This is an optimization exercise on Yosys and OpenROAD, whose aim is small area, a short achievable clock period and few clock cycles, not a production implementation.
At most, simulation tests tie the RTL to the original design; equivalence was not proved.
Power and IR drop assume default switching activity.

==> flow/design.v <==
module maze(clk, reset, start_i, row_i, action_o, coord_o);
    input clk, reset, start_i;
    input [15:0] row_i;
    output reg [1:0] action_o;
    output [5:0] coord_o;
    localparam [1:0] A_IDLE = 2'b00, A_IN = 2'b01, A_CAL = 2'b10, A_OUT = 2'b11;
    reg [63:0] s1, s0;
    reg [3:0]  cnt;
    reg        tgt;     
    reg [7:0]  cpos, rpos;
    wire in   = (action_o == A_IN);
    wire load = in & ~cnt[3];
    wire walk = (action_o == A_OUT);
    wire [7:0] in1, in0, isst;
    genvar g;
    generate for (g = 0; g < 8; g = g + 1) begin : col
        assign in1[g]  =  row_i[15-2*g] &  row_i[14-2*g];
        assign in0[g]  = ~row_i[15-2*g] &  row_i[14-2*g];
        assign isst[g] =  row_i[15-2*g] & ~row_i[14-2*g];
    end endgenerate
    wire       found = load & |isst;
    wire       last  = load & (cnt[2:0] == 3'd7);    
    wire [7:0] ldr   = {8{load}} & (8'd1 << cnt[2:0]);
    reg [63:0] x1, x0;
    integer k;
    always @* begin
        x1 = s1;
        x0 = s0;
        for (k = 7; k < 64; k = k + 8) begin
            x1[k] = last ? in1[k >> 3] : s1[k];
            x0[k] = last ? in0[k >> 3] : s0[k];
        end
    end
    wire [63:0] ROW0 = 64'h0101010101010101;
    wire [63:0] ROW7 = 64'h8080808080808080;
    wire [63:0] nb  = ((x1 >> 1) & ~ROW7) | ((x1 << 1) & ~ROW0) | (x1 >> 8) | (x1 << 8);
    wire        en  = (~load | last) & ~walk;
    wire [63:0] nw  = nb & ~x1 & ~x0 & {64{en}};
    wire        lab = ~cnt[1];           
    always @(posedge clk) begin
        for (k = 0; k < 64; k = k + 1) begin
            if (ldr[k & 7] & ((k & 7) != 7)) begin
                s1[k] <= in1[k >> 3];
                s0[k] <= in0[k >> 3];
            end else begin
                s1[k] <= x1[k] | nw[k];
                s0[k] <= x0[k] | (nw[k] & lab);
            end
        end
    end
    wire [63:0] G = s1 & ~(s0 ^ {64{tgt}});
    reg  [7:0] cv, rv;    
    integer a, b;
    always @* begin
        for (a = 0; a < 8; a = a + 1) begin
            cv[a] = 1'b0;
            rv[a] = 1'b0;
            for (b = 0; b < 8; b = b + 1) begin
                cv[a] = cv[a] | (cpos[b] & G[b*8+a]);
                rv[a] = rv[a] | (rpos[b] & G[a*8+b]);
            end
        end
    end
    wire up    = |(rpos[7:1] & cv[6:0]);
    wire down  = |(rpos[6:0] & cv[7:1]);
    wire left  = |(cpos[7:1] & rv[6:0]);
    wire right = |(cpos[6:0] & rv[7:1]);
    wire reach = up | down | left | right;
    function [2:0] enc(input [7:0] x);
        enc = {|x[7:4], x[2] | x[3] | x[6] | x[7], x[1] | x[3] | x[5] | x[7]};
    endfunction
    wire [2:0] cc = enc(cpos);
    wire [2:0] cr = enc(rpos);
    assign coord_o = {cc, cr};
    wire mu = walk & up;
    wire md = walk & ~up & down;
    wire mv = walk & ~(up | down);           
    wire ml = mv & left;
    wire mr = mv & ~left;
    wire hold = ~found & ~walk;
    always @(posedge clk) begin
        rpos <= ({8{found}} & (8'd1 << cnt[2:0])) | ({8{hold | mv}} & rpos)
              | ({8{mu}} & (rpos >> 1)) | ({8{md}} & (rpos << 1));
        cpos <= ({8{found}} & isst) | ({8{hold | mu | md}} & cpos)
              | ({8{ml}} & (cpos >> 1)) | ({8{mr}} & (cpos << 1));
    end
    wire       pd   = cc[0] ^ cr[0] ^ row_i[4] ^ row_i[0];
    wire       w8   = in & cnt[3];
    wire [3:0] cinc = cnt + 4'd1;
    wire [3:0] cdec = cnt - 4'd1;
    always @(posedge clk) begin
        if (action_o == A_IDLE)  cnt <= 4'd0;
        else if (walk)           cnt <= cdec;
        else if (w8 & reach)     cnt <= {3'd0, ~pd};
        else                     cnt <= cinc;
        tgt <= (walk & (cnt[1] ^ ~cnt[0])) | (~walk & ((reach & ~load & tgt) | (~(reach & ~load) & ~cnt[1])));
    end
    always @(posedge clk or posedge reset) begin
        if (reset) begin
            action_o <= A_IDLE;
        end else begin
            case (action_o)
                A_IDLE: if (start_i) action_o <= A_IN;
                A_IN:   if (cnt[3]) action_o <= reach ? A_OUT : A_CAL;
                A_CAL:  if (reach) action_o <= A_OUT;
                A_OUT:  if (!reach) action_o <= A_IDLE;
            endcase
        end
    end
endmodule
Settings: LEC_CHECK=0, CAP_MARGIN=20, CORE_MARGIN=2, CORE_UTILIZATION=40, SETUP_SLACK_MARGIN=1.0, SLEW_MARGIN=20; clock period 3.7 ns.
run.sh (not shown) runs the stock make flow with config.mk's settings and CLKGATE_MAP_FILE= SYNTH_SCRIPT=/design/flow/synth_recipe.tcl, a recipe that flattens the netlist after the stock synthesis.
Edit:
--- a/flow/design.v
+++ b/flow/design.v
@@ -4,14 +4,15 @@
     output reg [1:0] action_o;
     output [5:0] coord_o;
     localparam [1:0] A_IDLE = 2'b00, A_IN = 2'b01, A_CAL = 2'b10, A_OUT = 2'b11;
     reg [63:0] s1, s0;
     reg [3:0]  cnt;
+    reg [1:0]  T;       
+    reg [1:0]  dm;      
     reg        tgt;     
     reg [7:0]  cpos, rpos;
-    wire in   = (action_o == A_IN);
-    wire load = in & ~cnt[3];
+    wire load = (action_o == A_IN) & ~cnt[3];
     wire walk = (action_o == A_OUT);
     wire [7:0] in1, in0, isst;
     genvar g;
     generate for (g = 0; g < 8; g = g + 1) begin : col
         assign in1[g]  =  row_i[15-2*g] &  row_i[14-2*g];
@@ -32,13 +33,12 @@
         end
     end
     wire [63:0] ROW0 = 64'h0101010101010101;
     wire [63:0] ROW7 = 64'h8080808080808080;
     wire [63:0] nb  = ((x1 >> 1) & ~ROW7) | ((x1 << 1) & ~ROW0) | (x1 >> 8) | (x1 << 8);
-    wire        en  = (~load | last) & ~walk;
-    wire [63:0] nw  = nb & ~x1 & ~x0 & {64{en}};
-    wire        lab = ~cnt[1];           
+    wire [63:0] nw  = nb & ~x1 & ~x0 & {64{~load | last}};
+    wire        lab = T[1] ^ T[0];       
     always @(posedge clk) begin
         for (k = 0; k < 64; k = k + 1) begin
             if (ldr[k & 7] & ((k & 7) != 7)) begin
                 s1[k] <= in1[k >> 3];
                 s0[k] <= in0[k >> 3];
@@ -76,35 +76,40 @@
     wire md = walk & ~up & down;
     wire mv = walk & ~(up | down);           
     wire ml = mv & left;
     wire mr = mv & ~left;
     wire hold = ~found & ~walk;
+    wire pd = cc[0] ^ cr[0] ^ row_i[4] ^ row_i[0];    
     always @(posedge clk) begin
         rpos <= ({8{found}} & (8'd1 << cnt[2:0])) | ({8{hold | mv}} & rpos)
               | ({8{mu}} & (rpos >> 1)) | ({8{md}} & (rpos << 1));
         cpos <= ({8{found}} & isst) | ({8{hold | mu | md}} & cpos)
               | ({8{ml}} & (cpos >> 1)) | ({8{mr}} & (cpos << 1));
     end
-    wire       pd   = cc[0] ^ cr[0] ^ row_i[4] ^ row_i[0];
-    wire       w8   = in & cnt[3];
-    wire [3:0] cinc = cnt + 4'd1;
-    wire [3:0] cdec = cnt - 4'd1;
     always @(posedge clk) begin
-        if (action_o == A_IDLE)  cnt <= 4'd0;
-        else if (walk)           cnt <= cdec;
-        else if (w8 & reach)     cnt <= {3'd0, ~pd};
-        else                     cnt <= cinc;
-        tgt <= (walk & (cnt[1] ^ ~cnt[0])) | (~walk & ((reach & ~load & tgt) | (~(reach & ~load) & ~cnt[1])));
+        if (load & ~last) T <= 2'd0;
+        else              T <= T + 2'd1;
+        if (walk)                  dm <= dm - 2'd1;
+        else if (action_o == A_IN) dm <= {~pd, pd};
+        else                       dm <= T + 2'd1;
+        tgt <= (walk & ~dm[1]) | (~walk & ~load & ((reach & tgt) | (~reach & lab)));
     end
     always @(posedge clk or posedge reset) begin
         if (reset) begin
             action_o <= A_IDLE;
+            cnt <= 4'd0;
         end else begin
             case (action_o)
-                A_IDLE: if (start_i) action_o <= A_IN;
-                A_IN:   if (cnt[3]) action_o <= reach ? A_OUT : A_CAL;
-                A_CAL:  if (reach) action_o <= A_OUT;
-                A_OUT:  if (!reach) action_o <= A_IDLE;
+                A_IDLE: begin
+                    cnt <= 4'd0;
+                    if (start_i) action_o <= A_IN;
+                end
+                A_IN: begin
+                    cnt <= cnt + 4'd1;
+                    if (cnt[3]) action_o <= reach ? A_OUT : A_CAL;
+                end
+                A_CAL: if (reach) action_o <= A_OUT;
+                A_OUT: if (!reach) action_o <= A_IDLE;    
             endcase
         end
     end
 endmodule
What happened:
- The changed run completed with no timing, DRC or antenna violations
- wire length decreases slightly
- flip-flop and latch count increases by 4
- hold slack is better by 0.024 ns
- clock-buffer cell count increases by 3
- global-route usage increases by 1.4 points
- power decreases by a few percent
- final area decreases by a few percent
- worst setup slack is better by 0.39 ns
- utilization increases by 0.26 points
- synthesized area decreases slightly
- die area decreases slightly
- critical path depth decreases by 2
Testbench counts after the change, summed over its fixed seeds: cycles 39,396.
For the first run of this note, only the layout was checked, not whether the RTL still works.

-- afterwards: timing with drivers on the ports --
The flow's constraints put no driver on any port. The routed layouts listed below were extracted and timed again, unchanged, in two steps. Step 1 sets driving cells, clkbuf_16 on the clock port and buf_2 on the other inputs (assumed; they add their load-dependent delay and slew). Step 2 adds t to the input delays and takes it off the output delays; t is the mean of the earliest and latest rising clock arrival at the registers after step 1. Input paths then give back, and output paths get back, about the clock's delay inside the block. a / b / c = ideal ports / drivers / drivers and shift; a / b = the first two.
| run | t (ns) | setup slack, ns | worst setup path after step 2 | worst data-port slew with drivers (ns) |
|---|---|---|---|---|
| the first run | 0.483 | 0.345 / 0.345 / 0.345 | register to register | 0.05 |
| the second run | 0.488 | 0.735 / 0.735 / 0.633 | input to register | 0.05 |
After both steps every run listed still meets setup and hold. The setup slack of the second run, which loses most, moves by 0.000 ns with the drivers and by -0.102 ns with both steps.
